What follows belongs to an exercise in optimizing a design on an open flow for small area, a short achievable clock period and few clock cycles per item; a production flow would make more cautious choices. Where RTL was checked, it was by simulation tests only, not by an equivalence proof against the original. Power and IR drop assume default switching activity.

==> flow/design.v <==
module hft_div #(
    parameter SW = 30
)(
    input  wire          clk,
    input  wire          rst_n,
    input  wire          full,       
    input  wire          in_v,
    input  wire [31:0]   num,
    input  wire [26:0]   den,
    input  wire [SW-1:0] side_in,
    output wire          adv,        
    output wire          out_v,      
    output wire [6:0]    quotient,
    output wire [SW-1:0] side_out
);
    reg [26:0]   r  [0:5];
    reg [26:0]   d  [0:5];
    reg [6:0]    nq [0:6];    
    reg [SW-1:0] sd [0:6];
    reg [6:0]    v;           
    reg [6:0]    p;           
    reg [2:0]    wt;          
    wire rot = (wt != 3'd0) | (v[6] & full);
    assign adv      = ~rot;
    assign out_v    = v[6] & ~rot;
    assign quotient = nq[6];
    assign side_out = sd[6];
    integer k;
    reg [26:0] ri, di;
    reg [6:0]  ni;
    reg [28:0] t;
    always @(posedge clk) begin
        if (!rst_n) begin
            v  <= 0;
            wt <= 0;
        end else begin
            v <= {v[5:0], rot ? v[6] : in_v};
            if (wt != 3'd0)          wt <= wt - 3'd1;
            else if (v[6] & full)    wt <= 3'd6;
        end
    end
    always @(posedge clk) begin
        p <= {p[5:0], rot};
        for (k = 0; k < 7; k = k + 1) begin
            if (k == 0) begin
                ri = {2'b0, num[31:7]};
                di = den;
                ni = num[6:0];
            end else begin
                ri = r[k-1];
                di = d[k-1];
                ni = nq[k-1];
            end
            t = {1'b0, ri, ni[6]} - {2'b0, di};
            if (k < 6) begin
                r[k] <= t[28] ? {ri[25:0], ni[6]} : t[26:0];
                d[k] <= di;
            end
            if (k == 0) begin
                nq[0] <= rot ? {nq[6][5:0], nq[6][6]} : {ni[5:0], ~t[28]};
                sd[0] <= rot ? sd[6] : side_in;
            end else begin
                nq[k] <= {ni[5:0], p[k-1] ? ni[6] : ~t[28]};
                sd[k] <= sd[k-1];
            end
        end
    end
endmodule
module hft #(
    parameter N_SHORT = 12,
    parameter N_LONG  = 26,
    parameter N_RSI = 14
)(
    input  wire        s_aclk,
    input  wire        s_aresetn,
    input  wire        s_axis_tvalid,
    input  wire        m_axis_tready,
    input  wire        s_axis_tlast,
    input  wire [31:0] s_axis_tdata,
    output wire        s_axis_tready,
    output wire        m_axis_tvalid,
    output wire        m_axis_tlast,
    output wire [31:0] m_axis_macd_tdata,
    output wire [31:0] m_axis_rsi_tdata
);
    integer i;
    reg        ov, kv;
    reg [27:0] o_macd, k_macd;
    reg [6:0]  o_rsi, k_rsi;
    reg        o_last, k_last;
    wire adv;                        
    assign s_axis_tready = adv;
    reg        v0, t0;
    reg [31:0] x0;
    always @(posedge s_aclk) begin
        if (!s_aresetn) v0 <= 0;
        else if (adv)   v0 <= s_axis_tvalid;
        if (adv) begin
            x0 <= s_axis_tdata;
            t0 <= s_axis_tlast;
        end
    end
    reg [31:0] w [0:N_LONG-1];
    reg [4:0]  cnt;                  
    reg        f1, f12, f14, f26;    
    reg        v1, t1, pnz1;
    reg [32:0] d1, e12, e26, so1;
    reg [32:0] sl [0:N_RSI-1];
    wire [31:0] prev  = f1  ? w[0]  : 32'd0;
    wire [31:0] old12 = f12 ? w[N_SHORT-1] : 32'd0;
    wire [31:0] old26 = f26 ? w[N_LONG-1]  : 32'd0;
    wire        go1   = adv & v0;
    wire [4:0]  cnt_n = (cnt == 5'd26) ? cnt : cnt + 5'd1;
    always @(posedge s_aclk) begin
        if (go1) begin
            w[0] <= x0;
            for (i = 1; i < N_LONG; i = i + 1) w[i] <= w[i-1];
        end
        if (adv) begin
            d1   <= {1'b0, x0} - {1'b0, prev};
            e12  <= {1'b0, x0} - {1'b0, old12};
            e26  <= {1'b0, x0} - {1'b0, old26};
            pnz1 <= |prev;
            so1  <= f14 ? (v1 ? sl[N_RSI-2] : sl[N_RSI-1]) : 33'd0;
            t1   <= t0;
        end
    end
    always @(posedge s_aclk) begin
        if (!s_aresetn) begin
            cnt <= 0; f1 <= 0; f12 <= 0; f14 <= 0; f26 <= 0; v1 <= 0;
        end else begin
            if (adv) v1 <= v0;
            if (go1) begin
                cnt <= cnt_n;
                f1  <= 1'b1;
                f12 <= cnt_n >= 5'd12;
                f14 <= cnt_n >= 5'd14;
                f26 <= cnt_n >= 5'd26;
            end
        end
    end
    reg [35:0] s12;
    reg [36:0] s26;
    reg        v2, t2, pnz2;
    reg [32:0] gd2, ld2;
    wire        go2  = adv & v1;
    wire [32:0] g_new = d1[32]  ? 33'd0 : {1'b0, d1[31:0]};
    wire [32:0] g_old = so1[32] ? 33'd0 : {1'b0, so1[31:0]};
    wire [32:0] m_new = d1[32]  ? d1  : 33'd0;    
    wire [32:0] m_old = so1[32] ? so1 : 33'd0;
    always @(posedge s_aclk) begin
        if (go2) begin
            sl[0] <= pnz1 ? d1 : so1;
            for (i = 1; i < N_RSI; i = i + 1) sl[i] <= sl[i-1];
        end
        if (adv) begin
            gd2 <= g_new - g_old;       
            pnz2 <= pnz1;
            ld2 <= m_old - m_new;       
            t2  <= t1;
        end
    end
    always @(posedge s_aclk) begin
        if (!s_aresetn) begin
            s12 <= 0; s26 <= 0; v2 <= 0;
        end else begin
            if (adv) v2 <= v1;
            if (go2) begin
                s12 <= s12 + {{3{e12[32]}}, e12};
                s26 <= s26 + {{4{e26[32]}}, e26};
            end
        end
    end
    reg [35:0] gs, ls;
    reg [36:0] p3, q3;
    reg        v3, t3;
    wire       go3 = adv & v2 & pnz2;
    always @(posedge s_aclk) begin
        if (!s_aresetn) begin
            gs <= 0; ls <= 0; v3 <= 0;
        end else begin
            if (adv) v3 <= v2;
            if (go3) begin
                gs <= gs + {{3{gd2[32]}}, gd2};
                ls <= ls + {{3{ld2[32]}}, ld2};
            end
        end
        if (adv) begin
            p3 <= {1'b0, s12} + ({1'b0, s12} << 2);
            q3 <= s26 + (s26 << 1);
            t3 <= t2;
        end
    end
    reg        v4, t4;
    reg [25:0] ag4, al4;
    reg [26:0] ah4, bh4;
    wire [35:0] ag_full = (gs << 6) + (gs << 3) + gs;    
    wire [35:0] al_full = (ls << 6) + (ls << 3) + ls;
    wire [36:0] a_full  = p3 + (p3 << 4);                
    wire [36:0] b_full  = q3 + (q3 << 2) + (q3 << 3);    
    always @(posedge s_aclk) begin
        if (!s_aresetn) v4 <= 0;
        else if (adv)   v4 <= v3;
        if (adv) begin
            ag4 <= ag_full[35:10];
            al4 <= al_full[35:10];
            ah4 <= a_full[36:10];
            bh4 <= b_full[36:10];
            t4  <= t3;
        end
    end
    reg        v5, t5, lz5;
    reg [31:0] num5;
    reg [26:0] den5;
    reg [27:0] macd5;
    wire [31:0] ag4w = {6'd0, ag4};
    wire [31:0] num_full = (ag4w << 6) + (ag4w << 5) + (ag4w << 2);
    always @(posedge s_aclk) begin
        if (!s_aresetn) v5 <= 0;
        else if (adv)   v5 <= v4;
        if (adv) begin
            num5  <= num_full;
            den5  <= {1'b0, ag4} + {1'b0, al4};
            lz5   <= ~|al4;
            macd5 <= {1'b0, ah4} - {1'b0, bh4};
            t5    <= t4;
        end
    end
    wire        vq;
    wire [6:0]  q;
    wire [29:0] side;
    hft_div #(.SW(30)) u_div (
        .clk      (s_aclk),
        .rst_n    (s_aresetn),
        .full     (kv),
        .in_v     (v5),
        .num      (num5),
        .den      (den5),
        .side_in  ({lz5, t5, macd5}),
        .adv      (adv),
        .out_v    (vq),
        .quotient (q),
        .side_out (side)
    );
    wire [6:0]  rsi_n  = side[29] ? 7'd100 : q;
    wire [27:0] macd_n = side[27:0];
    wire        last_n = side[28];
    wire push   = vq;
    wire o_load = ~ov | m_axis_tready;
    always @(posedge s_aclk) begin
        if (!s_aresetn) begin
            ov <= 0; kv <= 0;
        end else begin
            if (o_load) begin
                ov  <= kv | push;
                kv  <= 1'b0;
            end else if (push) begin
                kv  <= 1'b1;
            end
        end
        if (o_load) begin
            o_macd <= kv ? k_macd : macd_n;
            o_rsi  <= kv ? k_rsi  : rsi_n;
            o_last <= kv ? k_last : last_n;
        end
        if (!kv) begin
            k_macd <= macd_n;
            k_rsi  <= rsi_n;
            k_last <= last_n;
        end
    end
    assign m_axis_tvalid     = ov;
    assign m_axis_tlast      = o_last;
    assign m_axis_macd_tdata = {{4{o_macd[27]}}, o_macd};
    assign m_axis_rsi_tdata  = {25'd0, o_rsi};
endmodule
Settings: LEC_CHECK=0, CAP_MARGIN=20, CORE_MARGIN=2, CORE_UTILIZATION=55, CTS_BUF_LIST=sky130_fd_sc_hd__clkbuf_8 sky130_fd_sc_hd__clkbuf_16, CTS_CLUSTER_DIAMETER=80, CTS_CLUSTER_SIZE=30, PLACE_DENSITY=0.65, SETUP_SLACK_MARGIN=4.5, SLEW_MARGIN=20, TNS_END_PERCENT=5; clock period 8.0 ns.
run.sh (not shown) runs the stock make flow with config.mk's settings and CLKGATE_MAP_FILE= SYNTH_SCRIPT=/design/flow/synth_recipe.tcl, a recipe that flattens the netlist after the stock synthesis.
Testbench counts at the start, summed over its fixed seeds: cycles 2,160, items 2,048.
Rerun with:
--- a/flow/design.v
+++ b/flow/design.v
@@ -1,17 +1,19 @@
 module hft_div #(
     parameter SW = 30
 )(
     input  wire          clk,
     input  wire          rst_n,
     input  wire          full,       
+    input  wire          full_nx,    
     input  wire          in_v,
     input  wire [31:0]   num,
     input  wire [26:0]   den,
     input  wire [SW-1:0] side_in,
     output wire          adv,        
+    output reg           rdy,        
     output wire          out_v,      
     output wire [6:0]    quotient,
     output wire [SW-1:0] side_out
 );
     reg [26:0]   r  [0:5];
     reg [26:0]   d  [0:5];
@@ -26,20 +28,22 @@
     assign quotient = nq[6];
     assign side_out = sd[6];
     integer k;
     reg [26:0] ri, di;
     reg [6:0]  ni;
     reg [28:0] t;
+    wire [2:0] wt_nx = (wt != 3'd0) ? wt - 3'd1 : ((v[6] & full) ? 3'd6 : 3'd0);
     always @(posedge clk) begin
         if (!rst_n) begin
-            v  <= 0;
-            wt <= 0;
-        end else begin
-            v <= {v[5:0], rot ? v[6] : in_v};
-            if (wt != 3'd0)          wt <= wt - 3'd1;
-            else if (v[6] & full)    wt <= 3'd6;
+            v   <= 0;
+            wt  <= 0;
+            rdy <= 1'b1;
+        end else begin
+            v   <= {v[5:0], rot ? v[6] : in_v};
+            wt  <= wt_nx;
+            rdy <= ~((wt_nx != 3'd0) | (v[5] & full_nx));
         end
     end
     always @(posedge clk) begin
         p <= {p[5:0], rot};
         for (k = 0; k < 7; k = k + 1) begin
             if (k == 0) begin
@@ -86,13 +90,14 @@
     integer i;
     reg        ov, kv;
     reg [27:0] o_macd, k_macd;
     reg [6:0]  o_rsi, k_rsi;
     reg        o_last, k_last;
     wire adv;                        
-    assign s_axis_tready = adv;
+    wire rdy;                        
+    assign s_axis_tready = rdy;
     reg        v0, t0;
     reg [31:0] x0;
     always @(posedge s_aclk) begin
         if (!s_aresetn) v0 <= 0;
         else if (adv)   v0 <= s_axis_tvalid;
         if (adv) begin
@@ -224,23 +229,26 @@
             lz5   <= ~|al4;
             macd5 <= {1'b0, ah4} - {1'b0, bh4};
             t5    <= t4;
         end
     end
     wire        vq;
+    wire        kv_nx = ~(~ov | m_axis_tready) & (kv | vq);    
     wire [6:0]  q;
     wire [29:0] side;
     hft_div #(.SW(30)) u_div (
         .clk      (s_aclk),
         .rst_n    (s_aresetn),
         .full     (kv),
+        .full_nx  (kv_nx),
         .in_v     (v5),
         .num      (num5),
         .den      (den5),
         .side_in  ({lz5, t5, macd5}),
         .adv      (adv),
+        .rdy      (rdy),
         .out_v    (vq),
         .quotient (q),
         .side_out (side)
     );
     wire [6:0]  rsi_n  = side[29] ? 7'd100 : q;
     wire [27:0] macd_n = side[27:0];
=> Clock skew went up by 0.0055 ns; critical path depth went up by 14; wire length went down by 1.3%; global-route usage stays flat; power went up by 1.4%; area after synthesis went down by about 1.5%; clock power went down by 3.7%.
For the second run of this note, only the layout was checked, not whether the RTL still works.

## re-timing with driven ports
The flow's constraints put no driver on any port. The routed layouts listed below were extracted and timed again, unchanged, in two steps. Step 1: set_driving_cell puts a clkbuf_16 on s_aclk and a buf_2 on each other input, an assumption about the parent block. Step 2, shift: input delay + t, output delay - t, t = (earliest + latest rising clock arrival at the registers) / 2. This alone moves slack from input paths to output paths. a / b / c = ideal / step 1 / step 2; a / b = the first two.
run	shift t [ns]	setup WS [ns]	worst register clock-pin slew, ns
the first run	0.909	4.403 / 4.317 / 4.075	0.12 / 0.12
the second run	0.913	4.180 / 4.180 / 4.180	0.11 / 0.11
After both steps setup and hold are still met in every run listed. The setup slack of the first run, which loses most, moves by -0.086 ns with the drivers and by -0.328 ns with both steps.
